What follows belongs to an exercise in optimizing a design on an open flow for small area; a production flow would make more cautious choices. In this exercise RTL edits were held to simulation tests only and were not proved equivalent to the original. Power and IR drop assume default switching activity.

`design/flow/config.mk`:
```
export PLATFORM = sky130hd
export DESIGN_NAME = apb_wrapper
export DESIGN_NICKNAME = apb_wrapper
export VERILOG_FILES = /design/flow/design.v
export SDC_FILE = /design/flow/constraint.sdc
export NUM_CORES = 4
export LEC_CHECK = 0
export CAP_MARGIN = 20
export CORE_MARGIN = 2
export CORE_UTILIZATION = 40
export SLEW_MARGIN = 20
```
`design/flow/constraint.sdc`:
```
create_clock -name core_clock -period 5.0 [get_ports {pclk}]
set_input_delay 1.0000 -clock core_clock [delete_from_list [all_inputs] [get_ports {pclk}]]
set_output_delay 1.0000 -clock core_clock [all_outputs]
set_load 0.01 [all_outputs]
```
`design/flow/design.v`:
```
module apb_master #(parameter 
			ADDR_WIDTH = 16,
			DATA_WIDTH = 32 )
(
	input 	logic						pclk,
	input 	logic						preset_n,
	input 	logic						tx_valid,
	input 	logic	[1:0] 				tx_encode,
	input 	logic	[ADDR_WIDTH-1:0] 	tx_addr,
	input 	logic	[DATA_WIDTH-1:0] 	tx_wdata,
	output 	logic	[DATA_WIDTH-1:0] 	tx_rdata,
	output 	logic						tx_rvalid,
	output 	logic						psel,
	output 	logic						penable,
	output 	logic						pwrite,
	output 	logic	[ADDR_WIDTH-1:0] 	paddr,
	output 	logic	[DATA_WIDTH-1:0] 	pwdata,
	input  	logic	[DATA_WIDTH-1:0] 	prdata,
    input  	logic						pready,
	input  	logic						pslverr
	);
	typedef enum logic [1:0] {IDLE, SETUP, ACCESS} states;
	states state; 
	wire tx_bit;		
	assign tx_bit = (tx_valid && (tx_encode == 2'b01 || tx_encode==2'b00)) ;
	always @(posedge pclk or negedge preset_n)
	begin
		if(~preset_n) begin
			state 	<= IDLE;
			psel  	<= 1'b0;
			penable	<= 1'b0;
			pwrite 	<= 1'b0;
			paddr 	<= 'b0;
			pwdata 	<= 'b0;
			tx_rdata <= 'b0;
			tx_rvalid <= 1'b0;
		end
		else begin
			case(state)
			IDLE: begin
				psel	<= 1'b0;
				penable <= 1'b0;
				paddr	<= tx_addr;
				tx_rvalid <= 1'b0;
				if(tx_bit) begin
					state	<= SETUP;
					psel	<= 1'b1;
					penable	<= 1'b0;
					if(tx_encode==2'b00) begin
						pwrite <= 1'b0;		 
					end
					else begin
						pwrite <= 1'b1;		 
						pwdata <= tx_wdata;
					end
				end
			end
			SETUP: begin
				psel	<= 1'b1;
				penable	<= 1'b1;
				tx_rvalid <= 1'b0;			
				state	<= ACCESS;				 
			end
			ACCESS: begin
				if(pready) begin				 
					if (~pwrite && ~pslverr) begin			 
						tx_rdata	<= prdata;
						tx_rvalid	<= 1'b1;
					end
					penable <= 1'b0;
					if(tx_bit) begin
						state	<= SETUP;		 
						paddr <= tx_addr;		 
						if(tx_encode==2'b00) begin		 
							pwrite <= 1'b0;
						end
						else if(tx_encode == 2'b01) begin	 
							pwrite 	<= 1'b1;
							pwdata <= tx_wdata;
						end
					end
					else begin
						state	<= IDLE;		 
						psel 	<= 1'b0;
					end	
				end
				else begin
					state	<= ACCESS;
				end	
			end
			default: state	<= IDLE;
			endcase
		end
	end
endmodule
module CSR #(parameter 
            ADDR_WIDTH = 16, 
            DATA_WIDTH = 32
            )
(
    input   logic                       pclk,
    input   logic                       preset_n,
    input   logic                       psel,       
    input   logic                       penable,
    input   logic                       pwrite, 
    input   logic     [ADDR_WIDTH-1:0]  paddr,
    input   logic     [DATA_WIDTH-1:0]  pwdata,
    output  logic     [DATA_WIDTH-1:0]  prdata,
    output  logic                       pready,
    output  logic                       pslverr,
    output  logic                       Intr,             
    input   logic                       Tx_done_i,       
    input   logic                       Rx_done_i,
    input   logic                       Arb_done_i
);    
    localparam [(8-4+1)*ADDR_WIDTH-1:0] CFG_REG_ADDR = {16'h0010, 16'h0014, 16'h0018, 16'h001C, 16'h0020};
    reg [16:0]    config_reg0; 
    reg [20:0]    config_reg1; 
    reg [2:0]     status_reg;
    reg [2:0]     Interrupt_EN;
    reg [DATA_WIDTH-1:0]    config_reg[8:4];
    reg [DATA_WIDTH-1:0]   prdata_o;
    wire write_op = psel && penable && pwrite;
    wire read_op  = psel && penable && ~pwrite;
    wire pHigh;
    assign pready = psel && penable;
    assign Intr = |(status_reg[2:0] & Interrupt_EN[2:0]) ;       
    assign prdata = prdata_o;
    assign pHigh = psel && penable && pready ;                   
    always @(posedge pclk or negedge preset_n) begin
        if(~preset_n) begin  
            config_reg0 <= 'b0;
            config_reg1 <= 'b0;
            Interrupt_EN<= 'b0;
            for (int i = 4; i <= 8; i++) begin       
                config_reg[i] <= 16'b0;
            end
        end
        else if(write_op) begin
                if(paddr == 16'h0000) begin
                    config_reg0 <= {pwdata[24:16],pwdata[7:0]};
                end
                else if(paddr == 16'h0004) begin
                    config_reg1 <= pwdata[20:0];
                end
                else if(paddr == 16'h000C) begin
                    Interrupt_EN  <= pwdata[2:0];
                end
                else begin
                    for (int i = 4; i <= 8; i++) begin
                        if (paddr == CFG_REG_ADDR[(i-4)*ADDR_WIDTH +: ADDR_WIDTH]) begin
                            config_reg[i] <= pwdata ;
                        end
                    end
                end
        end
    end
    always @(*) begin
    prdata_o  = 'b0;
            case (paddr)
                16'h0000 : begin prdata_o = {7'b0, config_reg0[16:8], 8'b0, config_reg0[7:0]}; end
                16'h0004 : begin prdata_o = {11'b0, config_reg1[20:0]}; end
                16'h0008 : begin prdata_o  = {29'b0, status_reg[2:0]} ; end
                16'h000C : begin prdata_o = {29'b0, Interrupt_EN[2:0]}; end
                default : begin
                     for (int i = 4; i <= 8; i++) begin
                        if (paddr == CFG_REG_ADDR[(i-4)*ADDR_WIDTH +: ADDR_WIDTH]) begin
                            prdata_o = config_reg[i];
                        end
                    end
                end                  
            endcase
    end
    always @(posedge pclk or negedge preset_n) begin
      if(~preset_n) begin
        status_reg  <= 'b0;
      end else begin
        status_reg  <= {Arb_done_i, Rx_done_i, Tx_done_i}; 
        if(paddr == 16'h0008) begin
            if(write_op) begin
                    status_reg[2:0] <= status_reg[2:0] & ~pwdata[2:0];
            end else if(read_op) begin
                status_reg[2:0] <= 'b0;      
            end
        end
      end
    end
    always @(*) begin
       if(pHigh && (paddr > 16'h0020)) begin
            pslverr = 1'b1;
        end
        else begin
            pslverr = 1'b0;
        end
    end
endmodule
module apb_wrapper #(parameter 
            ADDR_WIDTH = 16,
            DATA_WIDTH = 32 )
(
    input   logic                       pclk,
    input   logic                       preset_n,
    input   logic                       tx_valid,
    input   logic   [1:0]               tx_encode,
    input   logic   [ADDR_WIDTH-1:0]    tx_addr,
    input   logic   [DATA_WIDTH-1:0]    tx_wdata,
    output  logic   [DATA_WIDTH-1:0]    tx_rdata,
    output  logic                       tx_rvalid, 
    output  logic                       Intr ,            
    input   logic                       Tx_done_i,       
    input   logic                       Rx_done_i,
    input   logic                       Arb_done_i
    );
    reg                    psel;
    reg                    penable;
    reg                    pwrite;
    reg[ADDR_WIDTH-1:0]    paddr;
    reg[DATA_WIDTH-1:0]    pwdata;
    reg[DATA_WIDTH-1:0]    prdata;
    reg                    pready;
    reg                    pslverr;
    apb_master master(.pclk(pclk), .preset_n(preset_n) , .tx_valid(tx_valid), .tx_encode(tx_encode), .tx_addr(tx_addr),
        .tx_wdata (tx_wdata), .tx_rdata(tx_rdata), .tx_rvalid(tx_rvalid), .psel(psel), .penable(penable), 
        .pwrite(pwrite), .paddr(paddr), .pwdata(pwdata), .prdata(prdata), .pready(pready) , .pslverr(pslverr));
    CSR slave(.pclk(pclk), .preset_n(preset_n), .psel(psel), .penable(penable), .pwrite(pwrite), .paddr(paddr), 
        .pwdata(pwdata), .prdata(prdata), .pready(pready), .pslverr(pslverr), .Intr(Intr), .Tx_done_i(Tx_done_i),
        .Rx_done_i (Rx_done_i), .Arb_done_i(Arb_done_i) );
endmodule
```
`design/flow/run.sh`:
```
#!/bin/bash
# synth_recipe.tcl (not shown) runs the flow's synth.tcl, then flattens the netlist and writes it again
# the make line also repeats each setting of config.mk as NAME=value (left out here)
make -C /OpenROAD-flow-scripts/flow DESIGN_CONFIG=/design/flow/config.mk WORK_HOME=/design/flow/orfs CLKGATE_MAP_FILE= SYNTH_SCRIPT=/design/flow/synth_recipe.tcl finish
```
==> results.cfg, run 1 <==
[timing]
setup_viol = 0
finalWorstSetupSlack_ns = 1.62
skew_ns = 0.0198
grt_setup_unrepaired = false
min_period_over_period = 0.676
maxSlewHeadroom = 0.263
final.min_clock_period_ns = 3.38
fmax_mhz = 296
tightest_slew_ns = 1.10
hold_violations = 0
setup_tns_ns = 0
report.final.slew_viol_count = 0

[global_route]
gr-usage-met1 = 0.278
grtUsageTotal = 0.203
grt_max_degree = 91
busiest_layer = met2
grt_use_met3 = 0.0297
antenna_found_initial = 0
use_met2 = 0.333
grt_pass1_vias = 8829
grt_pass1_wl_um = 53200
grt_overflow = 0

[floorplanning]
initial_utilization = 0.406
rows = 66
fp.dieW_um = 186
die_h_um = 186
pin_count = 90
coreArea_um2 = 32500
die_area_um2 = 34500

[synthesis]
async_flop_share = 1.00
synth.largest_area_cell = dfrtp_1
seq_area_frac_synth = 0.550
syn_inst = 971
syn-num-nets = 1032
synth_enable_flop_cells = 0
netlist_area_um2 = 13200
ys_warn_count = 3
netlist_top_cells_area = dfrtp_1 (55%), mux2_2 (17%), mux2_1 (2.8%)
syn_avg_cell_area_um2 = 13.6
yosysTopAreaCellShare = 0.550
ys_types = 68
ys_ff_latch = 290
synth_flop_cell = dfrtp_1

[worst_setup_path]
path_class = flip-flop to flip-flop
worstPathMaxFanout = 23
end_kind = flip-flop
arrival_ns = 3.75
required_ns = 5.37
critPathLaunchType = flip-flop

[run]
drv_cap = 0

[route]
via_per_inst = 5.63
first_pass_iters = 5
detail_route.wirelength_um = 34000
first_iter_violations = 471
antenna_left = 0
drc_errors = 0
vias = 8580
wire_per_inst_um = 22.3

[cts]
htree_num_levels = 2
clock-sinks = 290
post-cts-setup-buffers = 0
clk_path_buf_depth = 3
clockRootBuffer = clkbuf_16
ctsResizeCount = 0
numCtsBuffers = 34
cts.hold.buffers_added = 0
clkLatencyLatePin_ns = 0.51
cts_tree = built
clk_pin_slew_ns = 0.06

[cells_and_area]
largest_reg_flops = 160
area_growth_syn_to_layout_pct = 18.4
drive_gt1_frac = 0.310
utilization = 0.480
final_nets = 1120
final_area_um2 = 15600
diodes = 0

[placement]
placed_cell_area_um2 = 14500
finalWeightedCongestion = 0.791
place_ws_ns = 1.58
io_buffers = 89
place_hpwl_um = 22000

[power_and_ir_drop]
power.density_nw_per_um2 = 414
p_leak_nw = 7.38
report.power.total_mw = 6.47
vdd_drop_max_uv = 257

[worst_hold_path]
hp-class = flip-flop to flip-flop

[run_status]
status = timing/DRC/antenna clean
==> metal layers <==
| layer | vias to the layer above | part of all wire | wire length [um] |
|---|---|---|---|
| met2 | 205 | 0.48 | 16300 |
| li1 | 3829 | - | - |
| met3 | 61 | 0.042 | 1440 |
| met1 | 4485 | 0.45 | 15200 |
| met4 | 0 | 0.029 | 998 |
| met5 | - | 0 | 0 |
==> where the power goes <==
part / total, mW / leakage [nW] / switching (mW) / internal, mW
Sequential: 3.04 / 3.95 / 0.483 / 2.56
Clock: 2.41 / 0.537 / 0.956 / 1.46
Combinational: 1.01 / 2.89 / 0.549 / 0.462
==> worst paths after layout <==
| path | startpoint | endpoint | slack, ns | cells past startpoint |
|---|---|---|---|---|
| min in group asynchronous | preset_n | master.pwdata[10]$_DFFE_PN0P_ | 0.51 | 1 |
| min reg2reg | master.tx_rdata[26]$_DFFE_PN0P_ | master.tx_rdata[26]$_DFFE_PN0P_ | 0.48 | 1 |
| max reg2reg | master.paddr[6]$_DFFE_PN0P_ | slave.config_reg[5][5]$_DFFE_PN0P_ | 1.62 | 7 |
| min | master.tx_rdata[26]$_DFFE_PN0P_ | master.tx_rdata[26]$_DFFE_PN0P_ | 0.48 | 1 |
| max in group asynchronous | preset_n | slave.config_reg[6][31]$_DFFE_PN0P_ | 3.37 | 2 |
| max | master.paddr[6]$_DFFE_PN0P_ | slave.config_reg[5][5]$_DFFE_PN0P_ | 1.62 | 7 |
==> cells by family (layout without fill, tap and decap cells) <==
| family | after synthesis | count (layout) | synth area share |
|---|---|---|---|
| buffers and inverters | 68 | 179 | 0.0289 |
| muxes | 271 | 271 | 0.236 |
| adders and majority gates | 5 | 5 | 0.00474 |
| DFF | 290 | 290 | 0.550 |
| and+or+nand+nor | 164 | 164 | 0.0814 |
| AOI/OAI and AO/OA | 173 | 173 | 0.0992 |
==> layout by cell type (no fill, tap or decap), types with 11 or more instances in the layout <==
cell type,count
nand3_1,18
clkbuf_16,35
a221oi_1,17
mux2_1,33
buf_4,24
mux2i_1,13
a22o_1,21
nand2_1,21
nor2_1,34
dfrtp_1,290
a21oi_1,21
o31ai_1,15
and2_1,12
clkdlybuf4s50_1,88
o21ai_0,17
mux2_4,20
mux2_2,205
a21o_1,15
a22oi_1,11
==> synthesized netlist by cell type, types with 6 or more instances <==
master    count
nand4_1       8
buf_6         8
a221oi_1     17
a22o_1       21
a21o_1       15
a222oi_1      8
nor2b_1       8
o31ai_1      15
o21ai_0      17
buf_2        19
a31oi_1       8
nor4_4        6
nand2b_1      8
mux2_2      205
buf_4        11
nor2_1       35
mux2i_1      13
and2_1       12
nand3_1      18
dfrtp_1     290
mux2_4       20
and3_1        8
a22oi_1      11
a21oi_1      21
nand2_1      21
mux2_1       33
clkbuf_1     21
==> per-stage QoR <==
step                hold WS, ns  std cells
floorplan                 0.449        971
global placement          0.470       1465
detailed placement        0.471       1465
CTS                       0.489       1524
global route              0.507       1524
finish                    0.483       1524
==> critical path: stages, from the launching register on <==
cell     delay, ns
dfrtp_1       0.41
or4_1         0.96
nor3_2        0.27
buf_4         0.24
nand3_1       0.10
nor2_2        0.40
buf_4         0.47
mux2_2        0.39
==> cell type report <==
cell class / count / area, um2
inverter: 4 / 15.0
clock inverter: 8 / 75.1
tap: 442 / 553
multi-input combinational: 613 / 5580
clock buffer: 51 / 1020
timing repair buffer: 116 / 1140
fill: 2937 / 16900
sequential: 290 / 7260
==> run 2, diff against run 1 <==
==> design/flow/design.v (replaced) <==
module apb_wrapper #(parameter
            ADDR_WIDTH = 16,
            DATA_WIDTH = 32 )
(
    input   logic                       pclk,
    input   logic                       preset_n,
    input   logic                       tx_valid,
    input   logic   [1:0]               tx_encode,
    input   logic   [ADDR_WIDTH-1:0]    tx_addr,
    input   logic   [DATA_WIDTH-1:0]    tx_wdata,
    output  logic   [DATA_WIDTH-1:0]    tx_rdata,
    output  logic                       tx_rvalid,
    output  logic                       Intr ,            
    input   logic                       Tx_done_i,       
    input   logic                       Rx_done_i,
    input   logic                       Arb_done_i
    );
    localparam [3:0] OP_RZERO = 4'd9;
    localparam [3:0] OP_WST   = 4'd10;
    localparam [3:0] OP_WIE   = 4'd11;
    localparam [3:0] OP_NONE  = 4'd15;
    reg         s_setup;
    reg         s_acc;
    reg  [3:0]  op;
    reg  [2:0]  wd3;
    reg  [16:0] cfg0;
    reg  [20:0] cfg1;
    reg  [31:0] cfg4, cfg5, cfg6, cfg7, cfg8;
    reg  [6:0]  vld;             
    reg  [2:0]  status_reg;
    reg  [2:0]  intr_en;
    wire        req    = tx_valid & ~tx_encode[1];
    wire        take   = req & ~s_setup;
    wire        is_wr  = tx_encode[0];
    wire        in_map = (tx_addr[15:6] == 10'd0) && (tx_addr[1:0] == 2'b00)
                         && (~tx_addr[5] || (tx_addr[4:2] == 3'b000));
    wire [3:0]  idx    = tx_addr[5:2];
    wire        err    = (tx_addr > 16'h0020);
    wire        wtake  = take & is_wr & in_map;
    wire        we0 = wtake && (idx == 4'd0);
    wire        we1 = wtake && (idx == 4'd1);
    wire        we4 = wtake && (idx == 4'd4);
    wire        we5 = wtake && (idx == 4'd5);
    wire        we6 = wtake && (idx == 4'd6);
    wire        we7 = wtake && (idx == 4'd7);
    wire        we8 = wtake && (idx == 4'd8);
    reg  [3:0]  op_next;
    always @(*) begin
        if (is_wr) begin
            if (in_map && idx == 4'd2)      op_next = OP_WST;
            else if (in_map && idx == 4'd3) op_next = OP_WIE;
            else                            op_next = OP_NONE;
        end else begin
            if (in_map)                     op_next = idx;
            else if (err)                   op_next = OP_NONE;
            else                            op_next = OP_RZERO;
        end
    end
    always @(posedge pclk or negedge preset_n) begin
        if (~preset_n) begin
            s_setup <= 1'b0;
            s_acc   <= 1'b0;
        end else begin
            s_setup <= take;
            s_acc   <= s_setup;
        end
    end
    always @(posedge pclk) begin
        if (~s_setup) begin
            op  <= op_next;
            wd3 <= tx_wdata[2:0];
        end
    end
    always @(posedge pclk) begin
        if (we0) cfg0 <= {tx_wdata[24:16], tx_wdata[7:0]};
        if (we1) cfg1 <= tx_wdata[20:0];
        if (we4) cfg4 <= tx_wdata;
        if (we5) cfg5 <= tx_wdata;
        if (we6) cfg6 <= tx_wdata;
        if (we7) cfg7 <= tx_wdata;
        if (we8) cfg8 <= tx_wdata;
    end
    always @(posedge pclk or negedge preset_n) begin
        if (~preset_n) vld <= 7'b0;
        else           vld <= vld | {we8, we7, we6, we5, we4, we1, we0};
    end
    wire acc_rst = s_acc && (op == 4'd2);
    wire acc_wst = s_acc && (op == OP_WST);
    wire acc_wie = s_acc && (op == OP_WIE);
    always @(posedge pclk or negedge preset_n) begin
        if (~preset_n) begin
            status_reg <= 3'b0;
            intr_en    <= 3'b0;
        end else begin
            if (acc_rst)      status_reg <= 3'b0;
            else if (acc_wst) status_reg <= status_reg & ~wd3;
            else              status_reg <= {Arb_done_i, Rx_done_i, Tx_done_i};
            if (acc_wie)      intr_en    <= wd3;
        end
    end
    assign Intr = |(status_reg & intr_en);
    wire [31:0] rmux =
          ({32{op == 4'd0 && vld[0]}} & {7'b0, cfg0[16:8], 8'b0, cfg0[7:0]})
        | ({32{op == 4'd1 && vld[1]}} & {11'b0, cfg1})
        | ({32{op == 4'd2}}           & {29'b0, status_reg})
        | ({32{op == 4'd3}}           & {29'b0, intr_en})
        | ({32{op == 4'd4 && vld[2]}} & cfg4)
        | ({32{op == 4'd5 && vld[3]}} & cfg5)
        | ({32{op == 4'd6 && vld[4]}} & cfg6)
        | ({32{op == 4'd7 && vld[5]}} & cfg7)
        | ({32{op == 4'd8 && vld[6]}} & cfg8);
    always @(posedge pclk) begin
        tx_rdata <= rmux;
    end
    always @(posedge pclk or negedge preset_n) begin
        if (~preset_n) tx_rvalid <= 1'b0;
        else           tx_rvalid <= s_acc && !(op[3] && op[1]);
    end
endmodule
--- a/design/flow/config.mk
+++ b/design/flow/config.mk
@@ -5,6 +5,7 @@
 export SDC_FILE = /design/flow/constraint.sdc
 export NUM_CORES = 4
 export LEC_CHECK = 0
+export ABC_AREA = 1
 export CAP_MARGIN = 20
 export CORE_MARGIN = 2
 export CORE_UTILIZATION = 40
==> results.cfg, run 2 <==
[timing]
fmax_mhz = 311
finalWorstSetupSlack_ns = 1.78
timing.hold.ws_ns = 0.405
grt_setup_unrepaired = false
tightest_slew_ns = 0.997
final.min_clock_period_ns = 3.22
hold_violations = 0
min_period_over_period = 0.644
report.final.slew_viol_count = 0
setup_viol = 0
skew_ns = 0.00588
maxSlewHeadroom = 0.334

[synthesis]
yosysTopAreaCellShare = 0.659
netlist_top_cells_area = edfxtp_1 (66%), dfxtp_1 (6.9%), nand2_1 (6.3%)
async_flop_share = 0.0632
ys_warn_count = 1
seq_area_frac_synth = 0.770
ys_types = 28
netlist_area_um2 = 9350
synth.largest_area_cell = edfxtp_1
syn_inst = 734
synth_common_cells = edfxtp_1 (205), nand2_1 (158), inv_1 (71)
yosysMostFrequentCell = edfxtp_1
syn-num-nets = 790
syn_avg_cell_area_um2 = 12.7
synth_flop_cell = edfxtp_1
synth_enable_flop_cells = 205
ys_ff_latch = 253

[power_and_ir_drop]
report.power.total_mw = 4.14
power.share.sequential = 0.551
power_frac_clock = 0.427
power.density_nw_per_um2 = 363
p_switching_mw = 0.797
vdd_drop_max_uv = 282
p_comb_frac = 0.022
swShare = 0.192
p_leak_nw = 4.24
intPower_mw = 3.34

[floorplanning]
die_h_um = 157
die_area_um2 = 24600
pin_count = 90
initial_utilization = 0.410
fp.dieW_um = 157
coreArea_um2 = 22800
rows = 55

[global_route]
grt_pass1_vias = 5560
grt_overflow = 0
grt_max_degree = 34
antenna_found_initial = 0
grtUsageTotal = 0.161
grt_pass1_wl_um = 30300

[cts]
clock-sinks = 253
cts_tree = built
ctsResizeCount = 0
clockRootBuffer = clkbuf_16
htree_num_levels = 1
clk_path_buf_depth = 3
cts.hold.buffers_added = 0
clkLatencyLatePin_ns = 0.51
clk_pin_slew_ns = 0.06
post-cts-setup-buffers = 0
numCtsBuffers = 26

[worst_setup_path]
critPathLaunchType = input pin
worstPathMaxFanout = 25
arrival_ns = 3.44
path_class = input pin to flip-flop
required_ns = 5.22
reg2reg_depth = 6
end_kind = flip-flop

[cells_and_area]
final_nets = 894
final_common_cell = edfxtp_1
area_growth_syn_to_layout_pct = 22.0
final_area_um2 = 11400
diodes = 0
drive_gt1_frac = 0.0816
final_cell_mix = edfxtp_1 (205), nand2_1 (158), clkdlybuf4s50_1 (89), inv_1 (71), nand3_1 (62)

[route]
detail_route.wirelength_um = 19300
vias = 5678
antenna_left = 0
first_pass_iters = 5
wire_per_inst_um = 16.5
drc_errors = 0
first_iter_violations = 383
via_per_inst = 4.85

[placement]
finalWeightedCongestion = 0.800
placed_cell_area_um2 = 10600
place_ws_ns = 1.26
place_hpwl_um = 11100
io_buffers = 89

[run]
drv_cap = 0

[run_status]
status = timing/DRC/antenna clean

[worst_hold_path]
hold_depth = 0
hp-class = flip-flop to flip-flop
## run 2: per-layer routing
metal  up-vias  routed length, um  GRT usage
li1       2745                  -          -
met1      2750               8820      0.227
met2       162               9110      0.258
met3        21               1110     0.0269
met4         0                276     0.0467
met5         -                  0          0
## run 2: per-stage QoR
step                std cells   util  TNS (ns)
global placement         1123  0.466         0
global route             1171  0.501         0
CTS                      1171  0.501         0
floorplan                 734      -    -12.23
finish                   1171  0.501         0
detailed placement       1123  0.466         0
## run 2: area by class of cell
class / count / area [um2]
clock buffers: 37 / 733
multi-input cells: 383 / 1790
well taps: 313 / 392
fillers: 2032 / 11400
clock inverters: 11 / 56.3
inverters: 77 / 289
repair buffers: 97 / 951
flip-flops and latches: 253 / 7200
## run 2: critical path, cell delays in order
cell	delay, ns
clkdlybuf4s50_1	0.48
nor2_2	0.24
nand2_1	0.09
nand2_1	0.09
nand3_2	0.18
nor2_1	0.20
nand3_1	0.18
nor2_4	0.70
buf_4	0.27
## run 2: cell families after synthesis
kind of cell / after synthesis / share of synthesized area
AO/OA/AOI/OAI: 64 / 0.0352
buffers and inverters: 98 / 0.0434
AND/OR/NAND/NOR: 319 / 0.152
flip-flops: 253 / 0.770
## run 2: worst paths after layout
kind	from	end	slack, ns
max	tx_addr[2]	cfg5[9]$_DFFE_PP_	1.78
min	s_setup$_DFF_PN0_	s_acc$_DFF_PN0_	0.40
max reg2reg	op[3]$_SDFFCE_PP1N_	tx_rdata[16]$_DFF_P_	2.22
min reg2reg	s_setup$_DFF_PN0_	s_acc$_DFF_PN0_	0.40
max in group asynchronous	preset_n	s_acc$_DFF_PN0_	3.60
min in group asynchronous	preset_n	vld[2]$_DFF_PN0_	0.93
## run 2: power by group through the flow
stage	sequential, mW	clock (mW)	combinational [mW]
floorplan	2.33	0	0.0149
global placement	2.33	0	0.0886
detailed placement	2.33	0	0.0893
CTS	2.28	1.80	0.0897
global route	2.28	1.89	0.0980
finish	2.28	1.77	0.0891
==> run 3, diff against run 2 <==
--- a/design/flow/config.mk
+++ b/design/flow/config.mk
@@ -5,7 +5,6 @@
 export SDC_FILE = /design/flow/constraint.sdc
 export NUM_CORES = 4
 export LEC_CHECK = 0
-export ABC_AREA = 1
 export CAP_MARGIN = 20
 export CORE_MARGIN = 2
 export CORE_UTILIZATION = 40
==> results.cfg, run 3 <==
[route]
detail_route.wirelength_um = 18800
antenna_left = 0
via_per_inst = 5.49
drc_errors = 0
vias = 4976
wire_per_inst_um = 20.7
first_iter_violations = 481
first_pass_iters = 5

[cells_and_area]
final_nets = 663
area_growth_syn_to_layout_pct = 23.6
final_cell_mix = edfxtp_1 (205), clkdlybuf4s50_1 (89), a22oi_1 (67), nand3_1 (32), dfxtp_1 (32)
final_common_cell = edfxtp_1
drive_gt1_frac = 0.113
final_area_um2 = 11000
utilization = 0.505
diodes = 0

[timing]
min_period_over_period = 0.637
final.min_clock_period_ns = 3.18
finalWorstSetupSlack_ns = 1.82
report.final.slew_viol_count = 0
hold_violations = 0
fmax_mhz = 314
grt_setup_unrepaired = false
setup_viol = 0
skew_ns = 0.00915
tightest_slew_ns = 1.06
maxSlewHeadroom = 0.290
setup_tns_ns = 0

[synthesis]
yosysMostFrequentCell = edfxtp_1
netlist_area_um2 = 8910
syn_avg_cell_area_um2 = 17.7
synth_top_family_by_area = compound AO/OA/AOI/OAI gates
synthMuxAreaShare = 0.00758
ys_ff_latch = 253
synth_enable_flop_cells = 205
synth_adder_area_share = 0
seq_area_frac_synth = 0.807
netlist_top_cells_area = edfxtp_1 (69%), dfxtp_1 (7.2%), a22oi_1 (5.6%)
synth_compound_area_frac = 0.0918
synth_xor_area_frac = 0
synth_simple_gate_area_frac = 0.0759
syn-num-nets = 559
synth.largest_area_cell = edfxtp_1
synth_common_cells = edfxtp_1 (205), a22oi_1 (67), dfxtp_1 (32), nand3_1 (32), buf_2 (19)
ys_warn_count = 1
ys_types = 48
async_flop_share = 0.0632
synth_flop_cell = edfxtp_1
yosysTopAreaCellShare = 0.691
syn_inst = 503

[worst_hold_path]
hp-class = flip-flop to flip-flop

[global_route]
grt_pass1_vias = 5182
antenna_found_initial = 0
grtUsageTotal = 0.160
grt_overflow = 0
grt_pass1_wl_um = 29100
grt_max_degree = 34

[worst_setup_path]
end_kind = flip-flop
crit_buf_inv = 2
worstPathMaxFanout = 33
cpPeakStageDelay_ns = 0.72
path_class = input pin to flip-flop
arrival_ns = 3.34
cp_cell_sequence = clkdlybuf4s50_1 > nand4bb_1 > or4_1 > nor4_4 > buf_4
crit_family = simple AND/OR/NAND/NOR gates
required_ns = 5.16
crit_slowest_cell = or4_1
critPathLaunchType = input pin

[floorplanning]
die_area_um2 = 23500
pin_count = 90
fp.dieW_um = 153
initial_utilization = 0.408
die_h_um = 153
coreArea_um2 = 21800
rows = 54

[power_and_ir_drop]
p_leak_nw = 3.75
vdd_drop_max_uv = 217
power.density_nw_per_um2 = 390

[placement]
place_hpwl_um = 10800
io_buffers = 89
place_ws_ns = 1.32
placed_cell_area_um2 = 10100
finalWeightedCongestion = 0.769

[cts]
clk_pin_slew_ns = 0.06
clkLatencyLatePin_ns = 0.53
cts_tree = built
ctsResizeCount = 0
numCtsBuffers = 26
htree_num_levels = 1
cts.hold.buffers_added = 0
clock-sinks = 253
clk_path_buf_depth = 3
post-cts-setup-buffers = 0
clockRootBuffer = clkbuf_16

[run_status]
status = timing/DRC/antenna clean

[run]
drv_cap = 0
run 3: area by class of cell:
class / instances / area [um2]
clock buffer: 38 / 736
timing repair buffer: 102 / 988
inverter: 3 / 11.3
sequential: 253 / 7200
tap: 280 / 350
fill: 1791 / 10800
multi-input combinational: 221 / 1600
clock inverter: 10 / 136
run 3: power by group:
| group | total [mW] | internal, mW | switching, mW |
|---|---|---|---|
| Sequential | 2.28 | 2.28 | 0.00370 |
| Clock | 1.93 | 1.18 | 0.753 |
| Combinational | 0.0875 | 0.0456 | 0.0419 |
run 3: worst paths after layout:
path / to / slack (ns) / cells after the start / startpoint
worst max-delay path: cfg6[26]$_DFFE_PP_ / 1.82 / 5 / tx_encode[0]
min in group asynchronous: vld[3]$_DFF_PN0_ / 0.98 / 1 / preset_n
worst min register to register: s_acc$_DFF_PN0_ / 0.44 / 0 / s_setup$_DFF_PN0_
worst max register to register: tx_rdata[6]$_DFF_P_ / 2.35 / 5 / op[3]$_SDFFCE_PP1N_
worst min-delay path: s_acc$_DFF_PN0_ / 0.44 / 0 / s_setup$_DFF_PN0_
max in group asynchronous: status_reg[1]$_DFF_PN0_ / 3.46 / 1 / preset_n
run 3: stage by stage:
step	std cells	total power [mW]	hold slack, ns
detailed placement	859	2.41	0.417
finish	907	4.30	0.439
global placement	859	2.41	0.426
global route	907	4.42	0.457
floorplan	503	2.34	0.388
CTS	907	4.34	0.430
run 3: kinds of logic (layout without fill, tap and decap cells):
group,count (synthesis),in the layout
muxes,6,6
AOI/OAI and AO/OA,103,103
DFF,253,253
buffers and inverters,29,153
and+or+nand+nor,112,112
run 3: worst reg2reg max path, cell delays in order (launching register included):
cell and delay, ns:
edfxtp_1 0.60, nor2b_1 0.42, and4_1 0.91, buf_4 0.38
a222oi_1 0.12, nand3_1 0.15
run 3: metal layers:
metal  routed length, um  share of wire  GRT usage
met5                   0              0          0
met4                 338          0.018     0.0463
met3                 998          0.053     0.0250
met2                9250           0.49      0.270
met1                8170           0.44      0.216
==> run 4, diff against run 3 <==
--- a/design/flow/config.mk
+++ b/design/flow/config.mk
@@ -7,5 +7,8 @@
 export LEC_CHECK = 0
 export CAP_MARGIN = 20
 export CORE_MARGIN = 2
-export CORE_UTILIZATION = 40
+export CORE_UTILIZATION = 70
+export CTS_BUF_LIST = sky130_fd_sc_hd__clkbuf_8
+export CTS_CLUSTER_DIAMETER = 60
+export CTS_CLUSTER_SIZE = 16
 export SLEW_MARGIN = 20
==> results.cfg, run 4 <==
[floorplanning]
coreArea_um2 = 12500
rows = 41
initial_utilization = 0.712
die_area_um2 = 13700
pin_count = 90
fp.dieW_um = 117
die_h_um = 117

[synthesis]
async_flop_share = 0.0632
syn-num-nets = 559
seq_area_frac_synth = 0.807
synth.largest_area_cell = edfxtp_1
syn_inst = 503
ys_warn_count = 1
syn_avg_cell_area_um2 = 17.7
ys_types = 48
yosysTopAreaCellShare = 0.691
yosysMostFrequentCell = edfxtp_1
synth_flop_cell = edfxtp_1
synth_enable_flop_cells = 205
netlist_top_cells_area = edfxtp_1 (69%), dfxtp_1 (7.2%), a22oi_1 (5.6%)
ys_ff_latch = 253
netlist_area_um2 = 8910
synth_common_cells = edfxtp_1 (205), a22oi_1 (67), dfxtp_1 (32), nand3_1 (32), buf_2 (19)

[cts]
clockRootBuffer = clkbuf_8
clock-sinks = 253
clk_path_buf_depth = 3
clk_pin_slew_ns = 0.09
cts_tree = built
htree_num_levels = 1
cts.hold.buffers_added = 0
ctsResizeCount = 0
clkLatencyLatePin_ns = 0.50
post-cts-setup-buffers = 0
numCtsBuffers = 19

[worst_setup_path]
timing.rr.start = op[0]$_DFFE_PN_
cp-endpoint = cfg5[0]$_DFFE_PP_
required_ns = 5.21
path_class = input pin to flip-flop
cpPeakStageDelay_ns = 0.71
crit_slowest_cell = or4_1
r2r_end = tx_rdata[7]$_DFF_P_
cp_cell_sequence = clkdlybuf4s50_1 > nand4bb_1 > or4_1 > nor3_4 > buf_12
critPathLaunch = tx_encode[0]
critPathLaunchType = input pin
reg2reg_depth = 5
worstPathMaxFanout = 26
regToRegSetupSlack_ns = 2.39
end_kind = flip-flop
arrival_ns = 3.38

[global_route]
busiest_layer = met2
grt_pass1_wl_um = 26000
grt_max_degree = 34
use_met2 = 0.424
grt_overflow = 0
grt_use_met3 = 0.0376
gr-usage-met1 = 0.356
antenna_found_initial = 0
grt_pass1_vias = 4979
grtUsageTotal = 0.253

[timing]
setup_tns_ns = 0
final.min_clock_period_ns = 3.18
skew_ns = 0.00753
setup_viol = 0
min_period_over_period = 0.635
finalWorstSetupSlack_ns = 1.82
fmax_mhz = 315
hold_violations = 0
grt_setup_unrepaired = false
report.final.slew_viol_count = 0
maxSlewHeadroom = 0.339
tightest_slew_ns = 0.991

[cells_and_area]
fillCellCount = 644
final_nets = 656
final_cell_mix = edfxtp_1 (205), clkdlybuf4s50_1 (89), a22oi_1 (67), nand3_1 (32), dfxtp_1 (32)
instances_no_fill = 785
diodes = 0
final_common_cell = edfxtp_1
area_growth_syn_to_layout_pct = 16.1
drive_gt1_frac = 0.0848

[route]
via_per_inst = 6.26
first_iter_violations = 709
detail_route.wirelength_um = 16800
antenna_left = 0
vias = 4916
drc_errors = 0
wire_per_inst_um = 21.4
first_pass_iters = 7

[worst_hold_path]
hp-class = flip-flop to flip-flop

[placement]
place_ws_ns = 1.32
place_hpwl_um = 9980
finalWeightedCongestion = 0.823
io_buffers = 89
placed_cells = 751

[power_and_ir_drop]
vdd_drop_max_uv = 243
power.density_nw_per_um2 = 321
p_leak_nw = 3.54

[run_status]
status = timing/DRC/antenna clean

[run]
drv_cap = 0
==> run 4: how the worst min path moves through the flow <==
| stage | startpoint | endpoint | slack [ns] | depth (start not counted) |
|---|---|---|---|---|
| floorplan | s_setup$_DFF_PN0_ | s_acc$_DFF_PN0_ | 0.39 | 0 |
| global placement | s_setup$_DFF_PN0_ | s_acc$_DFF_PN0_ | 0.42 | 0 |
| detailed placement | s_setup$_DFF_PN0_ | s_acc$_DFF_PN0_ | 0.41 | 0 |
| CTS | s_setup$_DFF_PN0_ | s_acc$_DFF_PN0_ | 0.44 | 0 |
| global route | s_setup$_DFF_PN0_ | s_acc$_DFF_PN0_ | 0.46 | 0 |
| finish | s_setup$_DFF_PN0_ | s_acc$_DFF_PN0_ | 0.44 | 0 |
==> run 4: logic make-up after synthesis <==
kind of cell	share of synthesized area
buffers and inverters	0.0174
flip-flops	0.807
multiplexers	0.00758
AND/OR/NAND/NOR	0.0759
AO/OA/AOI/OAI	0.0918
==> run 4: per-stage QoR <==
step | cell area, um2 | power (mW) | util | hold slack [ns]
4_1_cts | 10300 | 3.33 | 0.827 | 0.438
3_5_place_dp | 10000 | 2.41 | 0.801 | 0.412
3_3_place_gp | 10000 | 2.41 | 0.801 | 0.418
2_1_floorplan | 8910 | 2.34 | - | 0.388
5_1_grt | 10300 | 3.43 | 0.827 | 0.460
6_report | 10300 | 3.32 | 0.827 | 0.441
==> run 4: cell type report <==
cell class                      instances  area, um2  area share
Clock buffer                           19        262      0.0253
Clock inverter                         15       61.3     0.00593
Inverter                                3       11.3     0.00109
Multi-Input combinational cell        221       1600       0.155
Sequential cell                       253       7200       0.696
Tap cell                              172        215      0.0208
Timing Repair Buffer                  102       1000      0.0967
==> run 4: metal layers <==
layer  vias up  wire (um)
met5         -          0
li1       2226          -
met2       217       8560
met3        28       1220
met4         0        323
met1      2445       6690
==> run 4: critical path: cells and delay by family <==
kind                   cells  cell delay [ns]
AND/OR/NAND/NOR            3             1.46
buffers and inverters      2             0.90
==> run 4: power breakdown <==
part,leakage [nW],switching (mW),internal (mW)
sequential,2.31,0.00374,2.28
clock,0.210,0.599,0.360
combinational,1.01,0.0399,0.0456
total,3.54,0.642,2.68
==> run 5, diff against run 4 <==
--- a/design/flow/config.mk
+++ b/design/flow/config.mk
@@ -8,7 +8,7 @@
 export CAP_MARGIN = 20
 export CORE_MARGIN = 2
 export CORE_UTILIZATION = 70
-export CTS_BUF_LIST = sky130_fd_sc_hd__clkbuf_8
-export CTS_CLUSTER_DIAMETER = 60
-export CTS_CLUSTER_SIZE = 16
+export CTS_BUF_LIST = sky130_fd_sc_hd__clkbuf_4
+export CTS_CLUSTER_DIAMETER = 40
+export CTS_CLUSTER_SIZE = 8
 export SLEW_MARGIN = 20
==> results.cfg, run 5 <==
[worst_hold_path]
hold_depth = 0
min_from = s_setup$_DFF_PN0_
hp-class = flip-flop to flip-flop
hold_path_end = s_acc$_DFF_PN0_

[worst_setup_path]
worstPathMaxFanout = 33
timing.rr.start = op[0]$_DFFE_PN_
regToRegSetupSlack_ns = 2.38
required_ns = 5.21
r2r_end = tx_rdata[7]$_DFF_P_
critPathLaunchType = input pin
reg2reg_depth = 5
end_kind = flip-flop
arrival_ns = 3.32
path_class = input pin to flip-flop

[floorplanning]
die_area_um2 = 13700
coreArea_um2 = 12500
initial_utilization = 0.712
rows = 41
die_h_um = 117
pin_count = 90
fp.dieW_um = 117

[route]
wire_per_inst_um = 21.6
drc_errors = 0
first_iter_violations = 648
antenna_left = 0
detail_route.wirelength_um = 17700
first_pass_iters = 7
vias = 5140
via_per_inst = 6.29

[synthesis]
async_flop_share = 0.0632
netlist_area_um2 = 8910
ys_ff_latch = 253
synth_common_cells = edfxtp_1 (205), a22oi_1 (67), dfxtp_1 (32), nand3_1 (32), buf_2 (19)
yosysTopAreaCellShare = 0.691
syn-num-nets = 559
ys_types = 48
seq_area_frac_synth = 0.807
synth.largest_area_cell = edfxtp_1
yosysMostFrequentCell = edfxtp_1
syn_inst = 503
synth_enable_flop_cells = 205
ys_warn_count = 1
netlist_top_cells_area = edfxtp_1 (69%), dfxtp_1 (7.2%), a22oi_1 (5.6%)
synth_flop_cell = edfxtp_1
syn_avg_cell_area_um2 = 17.7

[power_and_ir_drop]
p_leak_nw = 3.63
power.density_nw_per_um2 = 346
vdd_drop_max_uv = 231
report.power.total_mw = 3.64

[cts]
clk_pin_slew_ns = 0.09
numCtsBuffers = 37
htree_num_levels = 2
ctsResizeCount = 0
clock-sinks = 253
clkLatencyLatePin_ns = 0.59
clockRootBuffer = clkbuf_4
post-cts-setup-buffers = 0
cts.hold.buffers_added = 0
clk_path_buf_depth = 3
cts_tree = built

[cells_and_area]
multiInputGateArea_um2 = 1600
instances_no_fill = 817
area_growth_syn_to_layout_pct = 18.2
drive_gt1_frac = 0.149
final_common_cell = edfxtp_1
final_nets = 674
final_cell_mix = edfxtp_1 (205), clkdlybuf4s50_1 (89), a22oi_1 (67), clkbuf_4 (64)
ff_latch_area_um2 = 7200
fillCellCount = 618

[placement]
place_hpwl_um = 9980
place_ws_ns = 1.32
io_buffers = 89
finalWeightedCongestion = 0.823
placed_cells = 751

[timing]
final.min_clock_period_ns = 3.11
tightest_slew_ns = 1.01
grt_setup_unrepaired = false
finalWorstSetupSlack_ns = 1.89
fmax_mhz = 321
min_period_over_period = 0.623
report.final.slew_viol_count = 0
skew_ns = 0.0338
maxSlewHeadroom = 0.329
setup_viol = 0
hold_violations = 0
setup_tns_ns = 0

[global_route]
grt_overflow = 0
grtUsageTotal = 0.270
grt_pass1_vias = 5312
grt_pass1_wl_um = 27400
grt_max_degree = 34
antenna_found_initial = 1

[run]
drv_cap = 0

[run_status]
status = timing/DRC/antenna clean
run 5: metal layers:
metal  part of all wire  track usage
met3              0.079       0.0551
met1               0.38        0.358
met5                  0            0
met2               0.51        0.450
met4              0.026        0.105
run 5: power by group:
part | switching, mW | internal, mW | total [mW]
Sequential | 0.00376 | 2.28 | 2.28
Clock | 0.655 | 0.624 | 1.28
Combinational | 0.0408 | 0.0456 | 0.0864
Total | 0.700 | 2.94 | 3.64
run 5: how the worst max path moves through the flow:
stage	from	endpoint	depth (start not counted)
after floorplan	tx_addr[11]	cfg8[0]$_DFFE_PP_	4
after global placement	tx_encode[0]	cfg5[31]$_DFFE_PP_	5
after detailed placement	tx_encode[0]	cfg5[31]$_DFFE_PP_	5
after CTS	tx_encode[0]	cfg6[8]$_DFFE_PP_	5
after global routing	tx_encode[0]	cfg6[11]$_DFFE_PP_	5
final	tx_encode[0]	cfg6[12]$_DFFE_PP_	5
run 5: layout make-up:
class                           instances  share of cell area
Multi-Input combinational cell        221               0.152
Sequential cell                       253               0.683
Tap cell                              172              0.0204
Antenna cell                            1            0.000238
Timing Repair Buffer                  102              0.0950
Clock buffer                           64              0.0456
Clock inverter                          1             0.00285
Inverter                                3             0.00107
run 5: worst max-delay path, cell delays in order:
cell,delay (ns)
clkdlybuf4s50_1,0.62
nand4bb_1,0.19
or4_1,0.71
nor4_4,0.29
buf_4,0.49
run 5: cell families (layout without fill, tap and decap cells):
logic type | Yosys count | count (layout) | share of synthesized area
compound gates | 103 | 103 | 0.0918
mux | 6 | 6 | 0.00758
buf+inv | 29 | 170 | 0.0174
other cells | 0 | 1 | 0
flops | 253 | 253 | 0.807
simple gates | 112 | 112 | 0.0759
run 5: metrics by stage:
| step | hold WS (ns) | instance area (um2) | util |
|---|---|---|---|
| 2_1_floorplan | 0.388 | 8910 | - |
| 3_3_place_gp | 0.418 | 10000 | 0.801 |
| 3_5_place_dp | 0.412 | 10000 | 0.801 |
| 4_1_cts | 0.435 | 10500 | 0.842 |
| 5_1_grt | 0.467 | 10500 | 0.842 |
| 6_report | 0.442 | 10500 | 0.842 |
==> run 6, diff against run 5 <==
==> design/flow/flow/run.sh (new file) <==
#!/bin/bash
# The standard layout (standard.sh, unchanged synthesis and steps), with one
# change: the input and output port buffers that global placement inserts are
# made from the smallest buffer cell (sky130_fd_sc_hd__buf_1) instead of the one
# buffer_ports picks by default. Every port still gets its own buffer.
# make's full output (all ORFS steps) goes to flow_make.log here; each ORFS step
# also keeps its own log under orfs/logs/.
set -euo pipefail
export BUFFER_PORTS_ARGS="-buffer_cell sky130_fd_sc_hd__buf_1"
bash standard.sh > flow_make.log 2>&1
==> design/flow/standard.sh (new file) <==
#!/bin/bash
# synth_recipe.tcl (not shown) runs the flow's synth.tcl, then flattens the netlist and writes it again
# the make line also repeats each setting of config.mk as NAME=value (left out here)
make -C /OpenROAD-flow-scripts/flow DESIGN_CONFIG=/design/flow/config.mk WORK_HOME=/design/flow/orfs CLKGATE_MAP_FILE= SYNTH_SCRIPT=/design/flow/synth_recipe.tcl "${@:-finish}"
--- a/design/flow/config.mk
+++ b/design/flow/config.mk
@@ -8,7 +8,7 @@
 export CAP_MARGIN = 20
 export CORE_MARGIN = 2
 export CORE_UTILIZATION = 70
-export CTS_BUF_LIST = sky130_fd_sc_hd__clkbuf_4
-export CTS_CLUSTER_DIAMETER = 40
-export CTS_CLUSTER_SIZE = 8
+export CTS_BUF_LIST = sky130_fd_sc_hd__clkbuf_8
+export CTS_CLUSTER_DIAMETER = 60
+export CTS_CLUSTER_SIZE = 16
 export SLEW_MARGIN = 20
removed: design/flow/run.sh
==> results.cfg, run 6 <==
[run_status]
status = timing/DRC/antenna clean

[synthesis]
synth.largest_area_cell = edfxtp_1
synth_common_cells = edfxtp_1 (205), a22oi_1 (67), dfxtp_1 (32), nand3_1 (32), buf_2 (19)
netlist_top_cells_area = edfxtp_1 (69%), dfxtp_1 (7.2%), a22oi_1 (5.6%)
syn_avg_cell_area_um2 = 17.7
synth_top_family_by_area = compound AO/OA/AOI/OAI gates
synth_simple_gate_area_frac = 0.0759
synth_enable_flop_cells = 205
synth_compound_area_frac = 0.0918
syn_inst = 503
synth_flop_cell = edfxtp_1
syn-num-nets = 559
ys_types = 48
yosysTopAreaCellShare = 0.691
netlist_area_um2 = 8910
ys_ff_latch = 253
yosysMostFrequentCell = edfxtp_1
synth_xor_area_frac = 0
seq_area_frac_synth = 0.807
ys_warn_count = 1
synthMuxAreaShare = 0.00758
synth_adder_area_share = 0
async_flop_share = 0.0632

[timing]
hold_violations = 0
fmax_mhz = 335
tightest_slew_ns = 1.07
skew_ns = 0.0216
final.min_clock_period_ns = 2.99
grt_setup_unrepaired = false
setup_viol = 0
maxSlewHeadroom = 0.287
min_period_over_period = 0.597
setup_tns_ns = 0
report.final.slew_viol_count = 0

[global_route]
grt_overflow = 0
grt_pass1_wl_um = 25700
grt_max_degree = 34
grtUsageTotal = 0.255
antenna_found_initial = 0
grt_pass1_vias = 4874

[worst_setup_path]
required_ns = 5.14
end_kind = flip-flop
worstPathMaxFanout = 18
path_class = input pin to flip-flop
arrival_ns = 3.12
critPathLaunchType = input pin

[route]
wire_per_inst_um = 21.7
drc_errors = 0
detail_route.wirelength_um = 17000
first_pass_iters = 7
via_per_inst = 6.21
antenna_left = 0
vias = 4875
first_iter_violations = 469

[floorplanning]
die_area_um2 = 13700
initial_utilization = 0.712
die_h_um = 117
pin_count = 90
fp.dieW_um = 117
rows = 41
coreArea_um2 = 12500

[cts]
cts.hold.buffers_added = 0
post-cts-setup-buffers = 0
clkLatencyLatePin_ns = 0.52
ctsResizeCount = 0
numCtsBuffers = 19
clockRootBuffer = clkbuf_8
clk_path_buf_depth = 3
cts_tree = built
clk_pin_slew_ns = 0.10
htree_num_levels = 1
clock-sinks = 253

[power_and_ir_drop]
p_leak_nw = 3.31
power.density_nw_per_um2 = 339
vdd_drop_max_uv = 294

[cells_and_area]
fillCellCount = 735
area_growth_syn_to_layout_pct = 9.77
final_common_cell = edfxtp_1
final_area_um2 = 9790
drive_gt1_frac = 0.0848
diodes = 0
utilization = 0.782
multiInputGateArea_um2 = 1600
final_cell_mix = edfxtp_1 (205), buf_1 (89), a22oi_1 (67), nand3_1 (32), dfxtp_1 (32)
ff_latch_area_um2 = 7200
final_nets = 656

[placement]
io_buffers = 89
finalWeightedCongestion = 0.834
placed_cell_area_um2 = 9450
place_hpwl_um = 10000

[worst_hold_path]
hp-class = flip-flop to flip-flop

[run]
drv_cap = 0
## run 6: cell counts after synthesis
Identical to the previous run, type by type.
## run 6: path summary, 6_finish.rpt
| kind | endpoint | slack, ns | depth (start not counted) | from |
|---|---|---|---|---|
| worst min-delay path | s_acc$_DFF_PN0_ | 0.43 | 0 | s_setup$_DFF_PN0_ |
| worst max-delay path | cfg0[5]$_DFFE_PP_ | 2.01 | 4 | tx_encode[0] |
| min in group asynchronous | vld[1]$_DFF_PN0_ | 0.58 | 1 | preset_n |
| worst max register to register | tx_rdata[8]$_DFF_P_ | 2.26 | 5 | op[0]$_DFFE_PN_ |
| worst min register to register | s_acc$_DFF_PN0_ | 0.43 | 0 | s_setup$_DFF_PN0_ |
| max in group asynchronous | vld[3]$_DFF_PN0_ | 3.86 | 1 | preset_n |
## run 6: logic make-up (layout without fill, tap and decap cells)
| logic type | Yosys count | in the layout |
|---|---|---|
| mux | 6 | 6 |
| buf+inv | 29 | 139 |
| simple gates | 112 | 112 |
| flops | 253 | 253 |
| compound gates | 103 | 103 |
## run 6: layout make-up
type / instances / share of cell area
clock buffers: 20 / 0.0281
clock inverters: 14 / 0.00575
inverters: 3 / 0.00115
multi-input cells: 221 / 0.163
flip-flops and latches: 253 / 0.735
well taps: 172 / 0.0220
repair buffers: 102 / 0.0441
## run 6: power by group
| group | leakage (nW) | switching [mW] | total (mW) | internal [mW] |
|---|---|---|---|---|
| logic | 0.787 | 0.0393 | 0.0557 | 0.0164 |
| registers | 2.31 | 0.00382 | 2.28 | 2.28 |
| clock network | 0.213 | 0.603 | 0.978 | 0.375 |
| total | 3.31 | 0.646 | 3.31 | 2.67 |
## run 6: layer usage
layer	routed length (um)	track usage	up-vias
li1	-	-	2224
met1	6830	0.348	2428
met2	8690	0.430	202
met3	1300	0.0448	21
met4	211	0.0784	0
met5	0	0	-
## run 6: worst max-delay path: stages
cell and delay (ns):
buf_1 0.26, nand4bb_1 0.18, or4_1 0.71, nor3_4 0.95
## run 6: per-stage QoR
step,hold WS [ns],cells,power (mW),setup slack (ns)
3_5_place_dp,0.414,751,2.38,1.50
6_report,0.434,785,3.31,2.01
2_1_floorplan,0.388,503,2.34,0.623
5_1_grt,0.461,785,3.42,1.92
3_3_place_gp,0.412,751,2.38,1.59
4_1_cts,0.437,785,3.34,2.05

-- what the ideal ports hide --
In the flow no input, the clock included, has a driving cell. The finished layouts below were timed again as built, in two steps. Step 1, drivers: a clkbuf_16 drives pclk and a buf_2 each remaining input, both assumed. Step 2 also shifts input and output timing later by t, the mid clock arrival at the registers, as if the neighbouring blocks saw the same clock. Three values: ideal, step 1, step 2; two values: the first two.
run	t, ns	slack for setup (ns)	worst setup path after step 2
run 1	0.546	1.618 / 1.618 / 1.618	register to register
run 2	0.556	1.780 / 1.796 / 1.241	input to register
run 3	0.567	1.817 / 1.841 / 1.274	input to register
run 4	0.534	1.825 / 1.831 / 1.297	input to register
run 5	0.615	1.887 / 1.898 / 1.282	input to register
run 6	0.546	2.013 / 2.027 / 1.481	input to register
After both steps setup and hold are still met in every run listed. For run 5, which loses most, drivers alone change the setup slack by +0.011 ns; drivers and shift together by -0.605 ns.
